From an optimization exercise on the open Yosys and OpenROAD flow, aimed at small area; shortcuts taken in it are not production practice. Where RTL was checked, it was by simulation tests only, not by an equivalence proof against the original.

== oak ==
Design fixed_point_divider, start of the top module:
module fixed_point_divider #(
    IN_WIDTH = 12,
    OUT_WIDTH = 12
) (
    input clk,
    input rst_n,
    input logic din_valid,
    input  logic signed [ IN_WIDTH-1:0] rs1,
    input  logic signed [ IN_WIDTH-1:0] rs2,
    output logic        [OUT_WIDTH-1:0] rd,
    output logic                        dout_valid
);
  logic [21:0] vld;
  always_ff @(posedge clk or negedge rst_n) begin
    if (!rst_n) begin
      vld <= '0;
      dout_valid <= 1'b0;
    end else begin
      vld <= {vld[20:0], din_valid};
      dout_valid <= vld[21];
    end
  end
  wire [10:0] a = rs1[10:0];
  wire [10:0] b = rs2[10:0];
  wire [11:0] ma, mb;
  assign ma[0] = 1'b0;
  assign mb[0] = 1'b0;
  for (genvar i = 0; i < 11; i++) begin : g_neg
    assign ma[i+1] = ma[i] | (rs1[11] & a[i]);
    assign mb[i+1] = mb[i] | (rs2[11] & b[i]);
  end
  wire [10:0] A0 = a ^ ma[10:0];
  wire [10:0] B0 = b ^ mb[10:0];
  wire [10:0] nB0 = ~B0;
  ...
Size: about 370 flip-flops, ~40 I/O pins, about 12000 µm² of cells after synthesis.
Settings: LEC_CHECK=0, CAP_MARGIN=20, CORE_MARGIN=2, CORE_UTILIZATION=70, SLEW_MARGIN=20; clock period 10.0 ns.
standard.sh (not shown) runs the stock make flow with config.mk's settings and CLKGATE_MAP_FILE= SYNTH_SCRIPT=/design/flow/synth_recipe.tcl, a recipe that flattens the netlist after the stock synthesis.
==> flow/flow/run.sh <==
#!/bin/bash
# Layout flow: the standard ORFS flow (standard.sh), with two changes to
# how the layout is built:
#  - ports are buffered with sky130_fd_sc_hd__buf_1 instead of the buffer
#    ORFS picks by itself (a 10 um2 clock-delay buffer);
#  - clock tree synthesis uses clkbuf_8 leaf clusters and no dummy loads.
# Everything else (synthesis, floorplan, power grid, placement, routing) is
# the standard flow.  The full output goes to flow.log in this folder; the
# per-step ORFS logs are under orfs/logs/.
set -euo pipefail
cd "$(dirname "$0")/.."
export BUFFER_PORTS_ARGS="-buffer_cell sky130_fd_sc_hd__buf_1"
export CTS_ARGS="-sink_clustering_enable -repair_clock_nets -dont_use_dummy_load -buf_list sky130_fd_sc_hd__clkbuf_8 -sink_clustering_size 22 -sink_clustering_max_diameter 50"
bash standard.sh > flow.log 2>&1
### oak -> pine
--- a/flow/design.v
+++ b/flow/design.v
@@ -261,30 +261,40 @@
   wire s9_G10_0 = s9_g[10] | (s9_p[10] & s9_G9_0);
   wire [11:0] s9_c = {s9_G10_0, s9_G9_0, s9_G8_0, s9_G7_0, s9_G6_0, s9_G5_0, s9_G4_0, s9_G3_0, s9_G2_0, s9_G1_0, s9_g[0], 1'b0};
   wire [11:0] s9_bw = s9_c;
   wire s9_q = s9_t[11] | ~s9_bw[11];
   wire [11:0] s9_cc = ~s9_bw;
   wire [10:0] s9_r = s9_q ? (s9_t[10:0] ^ (~nB_p5) ^ s9_cc[10:0]) : s9_t[10:0];
   wire [9:0] q9 = {q_p5, s9_q};
   wire [11:0] s10_t = {s9_r, 1'b0};
   wire [10:0] s10_g = ~s10_t[10:0] & ~(~nB_p5);
   wire [10:0] s10_p = ~(s10_t[10:0] ^ ~(~nB_p5));
   wire s10_G1_0 = s10_g[1] | (s10_p[1] & s10_g[0]);
+  wire s10_G3_2 = s10_g[3] | (s10_p[3] & s10_g[2]);
+  wire s10_P3_2 = s10_p[3] & s10_p[2];
+  wire s10_G5_4 = s10_g[5] | (s10_p[5] & s10_g[4]);
+  wire s10_P5_4 = s10_p[5] & s10_p[4];
+  wire s10_G7_6 = s10_g[7] | (s10_p[7] & s10_g[6]);
+  wire s10_P7_6 = s10_p[7] & s10_p[6];
+  wire s10_G9_8 = s10_g[9] | (s10_p[9] & s10_g[8]);
+  wire s10_P9_8 = s10_p[9] & s10_p[8];
+  wire s10_G3_0 = s10_G3_2 | (s10_P3_2 & s10_G1_0);
+  wire s10_G7_4 = s10_G7_6 | (s10_P7_6 & s10_G5_4);
+  wire s10_P7_4 = s10_P7_6 & s10_P5_4;
+  wire s10_G7_0 = s10_G7_4 | (s10_P7_4 & s10_G3_0);
+  wire s10_G5_0 = s10_G5_4 | (s10_P5_4 & s10_G3_0);
+  wire s10_G9_0 = s10_G9_8 | (s10_P9_8 & s10_G7_0);
   wire s10_G2_0 = s10_g[2] | (s10_p[2] & s10_G1_0);
-  wire s10_G3_0 = s10_g[3] | (s10_p[3] & s10_G2_0);
   wire s10_G4_0 = s10_g[4] | (s10_p[4] & s10_G3_0);
-  wire s10_G5_0 = s10_g[5] | (s10_p[5] & s10_G4_0);
   wire s10_G6_0 = s10_g[6] | (s10_p[6] & s10_G5_0);
-  wire s10_G7_0 = s10_g[7] | (s10_p[7] & s10_G6_0);
   wire s10_G8_0 = s10_g[8] | (s10_p[8] & s10_G7_0);
-  wire s10_G9_0 = s10_g[9] | (s10_p[9] & s10_G8_0);
   wire s10_G10_0 = s10_g[10] | (s10_p[10] & s10_G9_0);
   wire [11:0] s10_c = {s10_G10_0, s10_G9_0, s10_G8_0, s10_G7_0, s10_G6_0, s10_G5_0, s10_G4_0, s10_G3_0, s10_G2_0, s10_G1_0, s10_g[0], 1'b0};
   wire [11:0] s10_bw = s10_c;
   wire s10_q = s10_t[11] | ~s10_bw[11];
   wire [11:0] s10_cc = ~s10_bw;
   wire [10:0] s10_r = s10_q ? (s10_t[10:0] ^ (~nB_p5) ^ s10_cc[10:0]) : s10_t[10:0];
   wire [10:0] q10 = {q9, s10_q};
   wire [11:0] s11_t = {s10_r, 1'b0};
   wire [10:0] s11_g = ~s11_t[10:0] & ~(~nB_p5);
   wire [10:0] s11_p = ~(s11_t[10:0] ^ ~(~nB_p5));
   wire s11_G1_0 = s11_g[1] | (s11_p[1] & s11_g[0]);
Taking oak as the reference point, the met2 layer usage reported by global route of pine rises by 0.22 points. pine against oak: final cell count without fillers shows an increase of 0.99%; initial core utilization shows an increase of 0.28 points; die area shows an increase of 71 µm². Summary of the comparison: wire length of the first global-routing pass is higher in pine, relative to oak. In the reports for pine and oak, the smaller cell area after layout belongs to pine. Comparing worst path arrival time for pine and oak, the bigger number came from oak. Between oak and pine, the multi-input combinational cell area figures differ only marginally. Summary of pine over oak: detailed router's first-iteration violation count picked up an extra 19, global-route usage saw an increase, count of standard-cell rows comparable, register fraction of the total cell area increased 0.19 points. Of pine and oak, the run reporting the lower final critical-path setup slack was oak.
The RTL of oak was laid out without a check of its function.

## static timing again, ports no longer ideal
In the flow no input, the clock included, has a driving cell. The finished layouts below were timed again as built, in two steps.
Step 1 sets driving cells, clkbuf_16 on the clock port and buf_2 on the other inputs (assumed; they add their load-dependent delay and slew).
Step 2 adds t to the input delays and takes it off the output delays; t is the mean of the earliest and latest rising clock arrival at the registers after step 1. Input paths then give back, and output paths get back, about the clock's delay inside the block.
Three values: ideal, step 1, step 2; two values: the first two.
| run | shift t [ns] | setup WS [ns] | hold slack, ns | slew at the worst register clock pin (ns) |
|---|---|---|---|---|
| oak | 0.586 | 0.458 / 0.458 / 0.458 | 0.286 / 0.286 / 0.286 | 0.12 / 0.12 |
| pine | 0.579 | 0.620 / 0.620 / 0.620 | 0.278 / 0.278 / 0.278 | 0.11 / 0.11 |
After both steps every run listed still meets setup and hold.
